Context: an optimization exercise on an open-source flow, tuned for small area. The choices shown serve that exercise and are no tape-out recipe.
Where RTL was checked, it was by simulation tests only, not by an equivalence proof against the original.
Power is estimated from default activity; no workload was simulated.

job 9917:
==> module dec3, before the edit <==
module dec3(input en_n, input [2:0] a, output [7:1] y);
	genvar j;
	generate for (j = 1; j < 8; j = j + 1) begin : d
		assign y[j] = ~en_n & (a == j);
	end endgenerate
endmodule
export LEC_CHECK = 0
export CAP_MARGIN = 20
export CORE_MARGIN = 2
export CORE_UTILIZATION = 50
export SETUP_SLACK_MARGIN = 0.0
export SLEW_MARGIN = 20
export SYNTH_HIERARCHICAL = 1
create_clock -name core_clock -period 7.0 [get_ports {clk}]
standard.sh (not shown) runs the stock make flow with config.mk's settings and CLKGATE_MAP_FILE= SYNTH_SCRIPT=/design/flow/synth_recipe.tcl, a recipe that flattens the netlist after the stock synthesis.
==> flow/flow/run.sh <==
#!/bin/bash
# Standard ORFS layout with two changes: ports are buffered with buf_1 cells
# instead of the default delay-buffer cells, and CTS inserts no dummy loads.
set -euo pipefail
export BUFFER_PORTS_ARGS="-buffer_cell sky130_fd_sc_hd__buf_1"
export CTS_ARGS="-sink_clustering_enable -repair_clock_nets -dont_use_dummy_load -buf_list sky130_fd_sc_hd__clkbuf_8 -root_buf sky130_fd_sc_hd__clkbuf_8 -sink_clustering_size 25"
bash standard.sh finish > flow.log 2>&1
Per the final summary, job 9917 finished and its layout is clean on timing, DRC and antenna.
For job 2640, these inputs were changed with respect to job 9917:
--- a/flow/design.v
+++ b/flow/design.v
@@ -105,11 +105,12 @@
 	end endgenerate
 endmodule
 module dec3(input en_n, input [2:0] a, output [7:1] y);
 	genvar j;
 	generate for (j = 1; j < 8; j = j + 1) begin : d
-		assign y[j] = ~en_n & (a == j);
+		wire yn = ~(~en_n & (a == j));
+		g_inv u(yn, y[j]);    
 	end endgenerate
 endmodule
 module Processor(clk, sw, Led, imem_addr, imem_data, dmem_addr, dmem_wdata, dmem_we, dmem_re, dmem_rdata);
 input clk;
 input [7:0] sw;
--- outcome ---
The final reports for job 2640 and job 9917 show height of the chip higher in the former.
Relative to job 9917, the post-synthesis area per instance of job 2640 is lower by 0.38 um^2.
Hold slack delta (job 9917 -> job 2640): insignificant
Multi-input gate area in the final layout: job 2640 < job 9917
Re total power: job 2640 is 0.49% up on job 9917.
Source of the critical timing path = imem_data[11]: job 2640; source of the critical timing path = imem_data[8]: job 9917
Total nets after synthesis, job 2640 vs job 9917: up by a few percent
Changes observed in job 2640 relative to job 9917: cell depth of the worst setup path up 1, critical path arrival down 0.04 ns, non-clock buffer count up about 1.6%.
For the area of the die, job 2640 came in about 1% higher than job 9917 did.
Violation count after the first detailed-route iteration down 129 in job 2640 wrt job 9917
Compared job 2640 against job 9917; sequential share of layout area within noise.
Comparing job 9917 and job 2640, the higher signed area change from the synthesized netlist to the final layout was measured on job 9917.
No functional check of the RTL was part of job 2640.

---

The RTL this note starts from:
==> flow/design.v <==
module g_aoi222(input a1, a2, b1, b2, c1, c2, output y); assign y = ~((a1 & a2) | (b1 & b2) | (c1 & c2)); endmodule
module g_inv(input a, output y); assign y = ~a; endmodule
module g_nand2(input a, b, output y); assign y = ~(a & b); endmodule
module g_and3(input a, b, c, output y); assign y = a & b & c; endmodule
module g_nand3(input a, b, c, output y); assign y = ~(a & b & c); endmodule
module g_xor2(input a, b, output y); assign y = a ^ b; endmodule
module g_xnor2(input a, b, output y); assign y = ~(a ^ b); endmodule
module g_mux2i(input a0, a1, s, output y); assign y = ~(s ? a1 : a0); endmodule
module g_a21oi(input a1, a2, b1, output y); assign y = ~((a1 & a2) | b1); endmodule
module g_nand2b(input an, b, output y); assign y = ~(~an & b); endmodule
module g_fa(input a, b, c, output s, co); assign {co, s} = a + b + c; endmodule
module g_ha(input a, b, output s, co); assign {co, s} = a + b; endmodule
module g_a22o(input a1, a2, b1, b2, output y); assign y = (a1 & a2) | (b1 & b2); endmodule
module g_o21ai(input a1, a2, b1, output y); assign y = ~((a1 | a2) & b1); endmodule
module rdport #(parameter INVODD = 0) (input [7:1] sel, input [15:0] R1, R2, R3, R4, R5, R6, R7, output [15:0] D);
	genvar i;
	generate for (i = 0; i < 16; i = i + 1) begin : b
		wire x, y, z;
		g_aoi222 u0(sel[1], R1[i], sel[2], R2[i], sel[3], R3[i], x);
		g_aoi222 u1(sel[4], R4[i], sel[5], R5[i], sel[6], R6[i], y);
		g_nand2  u2(sel[7], R7[i], z);
		if (INVODD && (i % 2 == 1)) begin : n
			g_and3 u3(x, y, z, D[i]);
		end else begin : p
			g_nand3 u3(x, y, z, D[i]);
		end
	end endgenerate
endmodule
module alu(input [15:0] Ax, input [15:0] Bv, input [6:0] imm, input alusrc, input sub,
           output [15:0] S, output eq);
	wire nalusrc = ~alusrc;
	wire kk = alusrc & imm[6];
	wire [16:0] c;         
	assign c[0] = sub;
	wire [15:0] hx;        
	wire [16:0] cr;
	genvar i;
	generate for (i = 0; i < 16; i = i + 1) begin : b
		wire x, bn;        
		g_xor2 ux(Ax[i], sub, x);
		if (i < 6) begin : lo
			g_mux2i um(Bv[i], imm[i], alusrc, bn);
		end else begin : hi
			g_a21oi um(nalusrc, Bv[i], kk, bn);
		end
		g_xnor2 uh(x, bn, hx[i]);
		if (i % 2 == 0) begin : ev
			g_mux2i uc(Ax[i], c[i], hx[i], cr[i+1]);
		end else if (i != 7 && i != 11) begin : od
			g_mux2i uc(c[i], Ax[i], hx[i], cr[i+1]);
		end
		g_xor2 us(hx[i], c[i], S[i]);
		if (i != 7 && i != 11) begin : pass
			assign c[i+1] = cr[i+1];
		end
	end endgenerate
	generate for (i = 4; i < 12; i = i + 4) begin : la
		wire x1, x2, x3, G, P;
		g_nand2b ux1(hx[i], Ax[i], x1);           
		g_mux2i  ux2(x1, Ax[i+1], hx[i+1], x2);
		g_mux2i  ux3(Ax[i+2], x2, hx[i+2], x3);
		g_mux2i  ux4(x3, Ax[i+3], hx[i+3], G);
		assign P = hx[i] & ~hx[i+1] & hx[i+2] & ~hx[i+3];
		assign c[i+4] = G | (P & c[i]);
	end endgenerate
	assign eq = (&{hx[14], hx[12], hx[10], hx[8], hx[6], hx[4], hx[2], hx[0]}) &
	            ~(|{hx[15], hx[13], hx[11], hx[9], hx[7], hx[5], hx[3], hx[1]});
endmodule
module pcnext(input [15:0] PC, input rst, input taken, input [6:0] imm, output [15:0] nx);
	wire tk = taken & ~rst;
	wire ntk = ~taken & ~rst;
	wire [7:1] c;    
	wire [7:2] o;    
	wire [6:1] br, p2;
	assign nx[0] = ~rst & (PC[0] ^ (taken & imm[0]));
	assign c[1] = PC[0] | ~imm[0];
	assign p2[1] = ~PC[1];
	assign o[2] = PC[1];
	genvar i;
	generate for (i = 1; i < 7; i = i + 1) begin : lo
		g_fa f(PC[i], ~imm[i], c[i], br[i], c[i+1]);
		if (i > 1) begin : h
			g_ha h(PC[i], o[i], p2[i], o[i+1]);
		end
		g_a22o m(tk, br[i], ntk, p2[i], nx[i]);
	end endgenerate
	wire selInc = ~rst & (taken ? (c[7] & imm[6]) : o[7]);
	wire selDec = ~rst & taken & ~c[7] & ~imm[6];
	wire [16:8] O, Z;      
	assign O[8] = PC[7];
	assign Z[8] = ~PC[7];
	assign nx[7] = PC[7] ^ ((rst & PC[7]) | selInc | selDec);
	generate for (i = 8; i < 16; i = i + 1) begin : hi
		wire fn;
		if (i < 15) begin : ch
			assign O[i+1] = O[i] & PC[i];
			assign Z[i+1] = Z[i] & ~PC[i];
		end
		g_aoi222 a(rst, PC[i], selInc, O[i], selDec, Z[i], fn);
		g_xnor2 x(PC[i], fn, nx[i]);
	end endgenerate
endmodule
module Processor(clk, sw, Led, imem_addr, imem_data, dmem_addr, dmem_wdata, dmem_we, dmem_re, dmem_rdata);
input clk;
input [7:0] sw;
output [7:0] Led;
output [15:0] imem_addr;
input [15:0] imem_data;
output [15:0] dmem_addr;
output [15:0] dmem_wdata;
output dmem_we;
output dmem_re;
input [15:0] dmem_rdata;
	reg reset;
	always @(posedge clk) reset <= ~sw[0];
	wire [2:0] op = imem_data[15:13];
	wire [2:0] rs = imem_data[12:10];
	wire [2:0] rt = imem_data[9:7];
	wire [2:0] rd = imem_data[6:4];
	wire [15:0] imm = {{9{imem_data[6]}}, imem_data[6:0]};
	wire is_rr    = (op == 3'd0) | (op == 3'd6);           
	wire alusrc   = (op == 3'd1) | (op == 3'd2) | (op == 3'd3) | (op == 3'd5);
	wire sub      = (op == 3'd4) | (op == 3'd5) | (op == 3'd6);
	wire memread  = (op == 3'd2);
	wire memwrite = (op == 3'd3);
	wire branch   = (op == 3'd4);
	wire regwrite = is_rr | (op == 3'd1) | (op == 3'd2) | (op == 3'd5);
	wire [2:0] waddr = is_rr ? rd : rt;
	reg [15:0] R1, R2, R3, R4, R5, R6, R7;
	wire [7:1] ss, st, we;
	genvar j;
	generate for (j = 1; j < 8; j = j + 1) begin : dec
		wire ssn = ~(~reset & (rs == j));
		wire stn = ~(~reset & (rt == j));
		wire wen = ~(regwrite & (waddr == j));
		g_inv us(ssn, ss[j]);
		g_inv ut(stn, st[j]);
		g_inv uw(wen, we[j]);
	end endgenerate
	wire [15:0] A, Bv;
	rdport #(.INVODD(1)) pa(.sel(ss), .R1(R1), .R2(R2), .R3(R3), .R4(R4), .R5(R5), .R6(R6), .R7(R7), .D(A));
	rdport pb(.sel(st), .R1(R1), .R2(R2), .R3(R3), .R4(R4), .R5(R5), .R6(R6), .R7(R7), .D(Bv));
	wire [15:0] sum;
	wire eq;
	alu ualu(.Ax(A), .Bv(Bv), .imm(imem_data[6:0]), .alusrc(alusrc), .sub(sub), .S(sum), .eq(eq));
	wire taken = branch & ~eq;    
	assign dmem_addr  = sum;
	assign dmem_wdata = Bv;
	assign dmem_we    = memwrite;
	assign dmem_re    = memread;
	wire [15:0] wb = memread ? dmem_rdata : sum;
	always @(posedge clk) begin
		if (we[1]) R1 <= wb;
		if (we[2]) R2 <= wb;
		if (we[3]) R3 <= wb;
		if (we[4]) R4 <= wb;
		if (we[5]) R5 <= wb;
		if (we[6]) R6 <= wb;
		if (we[7]) R7 <= wb;
	end
	reg [15:0] PC;
	wire [15:0] PCn;
	pcnext upc(.PC(PC), .rst(reset), .taken(taken), .imm(imem_data[6:0]), .nx(PCn));
	always @(posedge clk) PC <= PCn;
	assign imem_addr = PC;
	wire l1 = sw[1];
	wire l2 = ~sw[1] & sw[2];
	wire l3 = ~sw[1] & ~sw[2] & sw[3];
	wire l4 = ~sw[1] & ~sw[2] & ~sw[3] & sw[4];
	generate for (j = 0; j < 8; j = j + 1) begin : led
		wire x, y;
		g_aoi222 u0(l1, R1[j], l2, R2[j], l3, R3[j], x);
		g_nand2  u1(l4, R4[j], y);
		g_nand2  u2(x, y, Led[j]);
	end endgenerate
endmodule
export LEC_CHECK = 0
export CAP_MARGIN = 20
export CORE_MARGIN = 2
export CORE_UTILIZATION = 40
export SETUP_SLACK_MARGIN = 0.05
export SLEW_MARGIN = 20
export SYNTH_HIERARCHICAL = 1
create_clock -name core_clock -period 7.0 [get_ports {clk}]
Scripts as last shown in full above: flow/flow/run.sh
Rerun with:
--- a/flow/design.v
+++ b/flow/design.v
@@ -1,6 +1,5 @@
 module g_aoi222(input a1, a2, b1, b2, c1, c2, output y); assign y = ~((a1 & a2) | (b1 & b2) | (c1 & c2)); endmodule
-module g_inv(input a, output y); assign y = ~a; endmodule
 module g_nand2(input a, b, output y); assign y = ~(a & b); endmodule
 module g_and3(input a, b, c, output y); assign y = a & b & c; endmodule
 module g_nand3(input a, b, c, output y); assign y = ~(a & b & c); endmodule
 module g_xor2(input a, b, output y); assign y = a ^ b; endmodule
@@ -126,17 +125,13 @@
 	wire branch   = (op == 3'd4);
 	wire regwrite = is_rr | (op == 3'd1) | (op == 3'd2) | (op == 3'd5);
 	wire [2:0] waddr = is_rr ? rd : rt;
 	reg [15:0] R1, R2, R3, R4, R5, R6, R7;
-	wire [7:1] ss, st, we;
+	wire [7:1] ss, st;
 	genvar j;
 	generate for (j = 1; j < 8; j = j + 1) begin : dec
-		wire ssn = ~(~reset & (rs == j));
-		wire stn = ~(~reset & (rt == j));
-		wire wen = ~(regwrite & (waddr == j));
-		g_inv us(ssn, ss[j]);
-		g_inv ut(stn, st[j]);
-		g_inv uw(wen, we[j]);
+		assign ss[j] = ~reset & (rs == j);
+		assign st[j] = ~reset & (rt == j);
 	end endgenerate
 	wire [15:0] A, Bv;
 	rdport #(.INVODD(1)) pa(.sel(ss), .R1(R1), .R2(R2), .R3(R3), .R4(R4), .R5(R5), .R6(R6), .R7(R7), .D(A));
 	rdport pb(.sel(st), .R1(R1), .R2(R2), .R3(R3), .R4(R4), .R5(R5), .R6(R6), .R7(R7), .D(Bv));
@@ -149,15 +144,15 @@
 	assign dmem_we    = memwrite;
 	assign dmem_re    = memread;
 	wire [15:0] wb = memread ? dmem_rdata : sum;
 	always @(posedge clk) begin
-		if (we[1]) R1 <= wb;
-		if (we[2]) R2 <= wb;
-		if (we[3]) R3 <= wb;
-		if (we[4]) R4 <= wb;
-		if (we[5]) R5 <= wb;
-		if (we[6]) R6 <= wb;
-		if (we[7]) R7 <= wb;
+		if (regwrite && waddr == 3'd1) R1 <= wb;
+		if (regwrite && waddr == 3'd2) R2 <= wb;
+		if (regwrite && waddr == 3'd3) R3 <= wb;
+		if (regwrite && waddr == 3'd4) R4 <= wb;
+		if (regwrite && waddr == 3'd5) R5 <= wb;
+		if (regwrite && waddr == 3'd6) R6 <= wb;
+		if (regwrite && waddr == 3'd7) R7 <= wb;
 	end
 	reg [15:0] PC;
 	wire [15:0] PCn;
 	pcnext upc(.PC(PC), .rst(reset), .taken(taken), .imm(imem_data[6:0]), .nx(PCn));
After rerunning:
- The new run completed without violations
- setup slack got worse by 110 ps
- flip-flop and latch count does not change
- global-route usage is higher by 0.89 points
- combinational power is lower by about 5%
- cell area is lower by 0.74%
- clock power barely changes
- non-clock buffer count is lower by 1
- utilization is higher by 1.2 points
- synthesized cell count is lower by about 5%
No functional check of the RTL was part of the first run of this note.

---

Processor, a different RTL version from the one above (not shown whole).
Size: about 130 flip-flops, about 0.0068 mm² of cells after synthesis.
==> module g_inv, before the edit <==
module g_inv(input a, output y); assign y = ~a; endmodule
==> module g_nor4, before the edit <==
module g_nor4(input a, b, c, d, output y); assign y = ~(a | b | c | d); endmodule
==> module dec3, before the edit <==
module dec3(input en_n, input [2:0] a, output [7:1] y);
	wire [2:0] an;
	g_inv i0(a[0], an[0]);
	g_inv i1(a[1], an[1]);
	g_inv i2(a[2], an[2]);
	genvar j;
	generate for (j = 1; j < 8; j = j + 1) begin : d
		g_nor4 u(en_n, (j & 4) ? an[2] : a[2], (j & 2) ? an[1] : a[1], (j & 1) ? an[0] : a[0], y[j]);
	end endgenerate
endmodule
==> module Processor, before the edit <==
module Processor(clk, sw, Led, imem_addr, imem_data, dmem_addr, dmem_wdata, dmem_we, dmem_re, dmem_rdata);
input clk;
input [7:0] sw;
output [7:0] Led;
output [15:0] imem_addr;
input [15:0] imem_data;
output [15:0] dmem_addr;
output [15:0] dmem_wdata;
output dmem_we;
output dmem_re;
input [15:0] dmem_rdata;
	reg reset;
	always @(posedge clk) reset <= ~sw[0];
	wire [2:0] op = imem_data[15:13];
	wire [2:0] rs = imem_data[12:10];
	wire [2:0] rt = imem_data[9:7];
	wire [2:0] rd = imem_data[6:4];
	wire [15:0] imm = {{9{imem_data[6]}}, imem_data[6:0]};
	wire is_rr    = (op == 3'd0) | (op == 3'd6);           
	wire alusrc   = (op == 3'd1) | (op == 3'd2) | (op == 3'd3) | (op == 3'd5);
	wire sub      = (op == 3'd4) | (op == 3'd5) | (op == 3'd6);
	wire memread  = (op == 3'd2);
	wire memwrite = (op == 3'd3);
	wire branch   = (op == 3'd4);
	wire regwrite = is_rr | (op == 3'd1) | (op == 3'd2) | (op == 3'd5);
	wire [2:0] waddr = is_rr ? rd : rt;
	reg [15:0] R1, R2, R3, R4, R5, R6, R7;
	wire [7:1] ss, st, we;
	dec3 ds(.en_n(reset), .a(rs), .y(ss));
	dec3 dt(.en_n(reset), .a(rt), .y(st));
	dec3 dw(.en_n(~regwrite), .a(waddr), .y(we));
	genvar j;
	wire [15:0] A, Bv;
	rdport #(.INVODD(1)) pa(.sel(ss), .R1(R1), .R2(R2), .R3(R3), .R4(R4), .R5(R5), .R6(R6), .R7(R7), .D(A));
	rdport pb(.sel(st), .R1(R1), .R2(R2), .R3(R3), .R4(R4), .R5(R5), .R6(R6), .R7(R7), .D(Bv));
	wire [15:0] sum;
	wire eq;
	alu ualu(.Ax(A), .Bv(Bv), .imm(imem_data[6:0]), .alusrc(alusrc), .sub(sub), .S(sum), .eq(eq));
	wire taken = branch & ~eq;    
	assign dmem_addr  = sum;
	assign dmem_wdata = Bv;
	assign dmem_we    = memwrite;
	assign dmem_re    = memread;
	wire [15:0] wb;
	wire nmemread = ~memread;
	generate for (j = 0; j < 16; j = j + 1) begin : wbm
		g_a22o u(memread, dmem_rdata[j], nmemread, sum[j], wb[j]);
	end endgenerate
	always @(posedge clk) begin
		if (we[1]) R1 <= wb;
		if (we[2]) R2 <= wb;
		if (we[3]) R3 <= wb;
		if (we[4]) R4 <= wb;
		if (we[5]) R5 <= wb;
		if (we[6]) R6 <= wb;
		if (we[7]) R7 <= wb;
	end
	reg [15:0] PC;
	wire [15:0] PCn;
	pcnext upc(.PC(PC), .rst(reset), .taken(taken), .imm(imem_data[6:0]), .nx(PCn));
	always @(posedge clk) PC <= PCn;
	assign imem_addr = PC;
	wire l1 = sw[1];
	wire l2 = ~sw[1] & sw[2];
	wire l3 = ~sw[1] & ~sw[2] & sw[3];
	wire l4 = ~sw[1] & ~sw[2] & ~sw[3] & sw[4];
	generate for (j = 0; j < 8; j = j + 1) begin : led
		wire x, y;
		g_aoi222 u0(l1, R1[j], l2, R2[j], l3, R3[j], x);
		g_nand2  u1(l4, R4[j], y);
		g_nand2  u2(x, y, Led[j]);
	end endgenerate
endmodule
Settings: LEC_CHECK=0, CAP_MARGIN=20, CORE_MARGIN=2, CORE_UTILIZATION=50, SETUP_SLACK_MARGIN=0.0, SLEW_MARGIN=20, SYNTH_HIERARCHICAL=1; clock period 7.0 ns.
Scripts as last shown in full above: flow/flow/run.sh
The first run ran to the end with no violations.
Change:
--- a/flow/design.v
+++ b/flow/design.v
@@ -1,9 +1,7 @@
 module g_aoi222(input a1, a2, b1, b2, c1, c2, output y); assign y = ~((a1 & a2) | (b1 & b2) | (c1 & c2)); endmodule
-module g_inv(input a, output y); assign y = ~a; endmodule
-module g_nor4(input a, b, c, d, output y); assign y = ~(a | b | c | d); endmodule
 module g_nand2(input a, b, output y); assign y = ~(a & b); endmodule
 module g_and3(input a, b, c, output y); assign y = a & b & c; endmodule
 module g_nand3(input a, b, c, output y); assign y = ~(a & b & c); endmodule
 module g_xor2(input a, b, output y); assign y = a ^ b; endmodule
 module g_xnor2(input a, b, output y); assign y = ~(a ^ b); endmodule
 module g_mux2i(input a0, a1, s, output y); assign y = ~(s ? a1 : a0); endmodule
@@ -98,22 +96,12 @@
 			assign Z[i+1] = Z[i] & ~PC[i];
 		end
 		g_aoi222 a(rst, PC[i], selInc, O[i], selDec, Z[i], fn);
 		g_xnor2 x(PC[i], fn, nx[i]);
 	end endgenerate
 endmodule
-module dec3(input en_n, input [2:0] a, output [7:1] y);
-	wire [2:0] an;
-	g_inv i0(a[0], an[0]);
-	g_inv i1(a[1], an[1]);
-	g_inv i2(a[2], an[2]);
-	genvar j;
-	generate for (j = 1; j < 8; j = j + 1) begin : d
-		g_nor4 u(en_n, (j & 4) ? an[2] : a[2], (j & 2) ? an[1] : a[1], (j & 1) ? an[0] : a[0], y[j]);
-	end endgenerate
-endmodule
 module Processor(clk, sw, Led, imem_addr, imem_data, dmem_addr, dmem_wdata, dmem_we, dmem_re, dmem_rdata);
 input clk;
 input [7:0] sw;
 output [7:0] Led;
 output [15:0] imem_addr;
 input [15:0] imem_data;
@@ -135,41 +123,38 @@
 	wire memread  = (op == 3'd2);
 	wire memwrite = (op == 3'd3);
 	wire branch   = (op == 3'd4);
 	wire regwrite = is_rr | (op == 3'd1) | (op == 3'd2) | (op == 3'd5);
 	wire [2:0] waddr = is_rr ? rd : rt;
 	reg [15:0] R1, R2, R3, R4, R5, R6, R7;
-	wire [7:1] ss, st, we;
-	dec3 ds(.en_n(reset), .a(rs), .y(ss));
-	dec3 dt(.en_n(reset), .a(rt), .y(st));
-	dec3 dw(.en_n(~regwrite), .a(waddr), .y(we));
+	wire [7:1] ss, st;
 	genvar j;
+	generate for (j = 1; j < 8; j = j + 1) begin : dec
+		assign ss[j] = ~reset & (rs == j);
+		assign st[j] = ~reset & (rt == j);
+	end endgenerate
 	wire [15:0] A, Bv;
 	rdport #(.INVODD(1)) pa(.sel(ss), .R1(R1), .R2(R2), .R3(R3), .R4(R4), .R5(R5), .R6(R6), .R7(R7), .D(A));
 	rdport pb(.sel(st), .R1(R1), .R2(R2), .R3(R3), .R4(R4), .R5(R5), .R6(R6), .R7(R7), .D(Bv));
 	wire [15:0] sum;
 	wire eq;
 	alu ualu(.Ax(A), .Bv(Bv), .imm(imem_data[6:0]), .alusrc(alusrc), .sub(sub), .S(sum), .eq(eq));
 	wire taken = branch & ~eq;    
 	assign dmem_addr  = sum;
 	assign dmem_wdata = Bv;
 	assign dmem_we    = memwrite;
 	assign dmem_re    = memread;
-	wire [15:0] wb;
-	wire nmemread = ~memread;
-	generate for (j = 0; j < 16; j = j + 1) begin : wbm
-		g_a22o u(memread, dmem_rdata[j], nmemread, sum[j], wb[j]);
-	end endgenerate
+	wire [15:0] wb = memread ? dmem_rdata : sum;
 	always @(posedge clk) begin
-		if (we[1]) R1 <= wb;
-		if (we[2]) R2 <= wb;
-		if (we[3]) R3 <= wb;
-		if (we[4]) R4 <= wb;
-		if (we[5]) R5 <= wb;
-		if (we[6]) R6 <= wb;
-		if (we[7]) R7 <= wb;
+		if (regwrite && waddr == 3'd1) R1 <= wb;
+		if (regwrite && waddr == 3'd2) R2 <= wb;
+		if (regwrite && waddr == 3'd3) R3 <= wb;
+		if (regwrite && waddr == 3'd4) R4 <= wb;
+		if (regwrite && waddr == 3'd5) R5 <= wb;
+		if (regwrite && waddr == 3'd6) R6 <= wb;
+		if (regwrite && waddr == 3'd7) R7 <= wb;
 	end
 	reg [15:0] PC;
 	wire [15:0] PCn;
 	pcnext upc(.PC(PC), .rst(reset), .taken(taken), .imm(imem_data[6:0]), .nx(PCn));
 	always @(posedge clk) PC <= PCn;
 	assign imem_addr = PC;
The new run ran to the end with no violations. Wire length came out higher slightly. Utilization is lower by 0.98 points. Combinational power shrinks by a few percent. Worst hold slack is better by 4.8 ps. Count of clock-buffer cells in the layout is unchanged.
Only the layout flow was run in the first run of this note; the RTL was not checked for function there.

afterwards: timing with drivers on the ports:
No port has a modelled driver above. Below, the same layouts with a new extraction and two added sets of constraints.
Step 1 assumes that a clkbuf_16 drives the clock port and a buf_2 every other input.
Step 2 adds t to the input delays and takes it off the output delays; t is the mean of the earliest and latest rising clock arrival at the registers after step 1. Input paths then give back, and output paths get back, about the clock's delay inside the block.
a / b / c = ideal / step 1 / step 2; a / b = the first two.
| run | t, ns | setup slack, ns | hold WS [ns] | clock arrival spread, ns |
|---|---|---|---|---|
| job 9917 | 0.468 | 0.200 / 0.160 / 0.160 | 0.483 / 0.483 / 0.483 | 0.021 / 0.021 |
| job 2640 | 0.474 | 0.242 / 0.220 / 0.220 | 0.484 / 0.484 / 0.484 | 0.028 / 0.029 |
| the first run of note 2 | 0.470 | 0.301 / 0.260 / 0.260 | 0.479 / 0.479 / 0.479 | 0.031 / 0.031 |
| the second run of note 2 | 0.461 | 0.189 / 0.167 / 0.167 | 0.488 / 0.488 / 0.488 | 0.034 / 0.034 |
| the first run of note 3 | 0.466 | 0.283 / 0.250 / 0.250 | 0.474 / 0.474 / 0.474 | 0.028 / 0.028 |
| the second run of note 3 | 0.467 | 0.207 / 0.187 / 0.187 | 0.479 / 0.479 / 0.479 | 0.034 / 0.034 |
After both steps setup and hold are still met in every run listed. For the first run of note 2, which loses most, drivers alone change the setup slack by -0.041 ns; drivers and shift together by -0.041 ns.
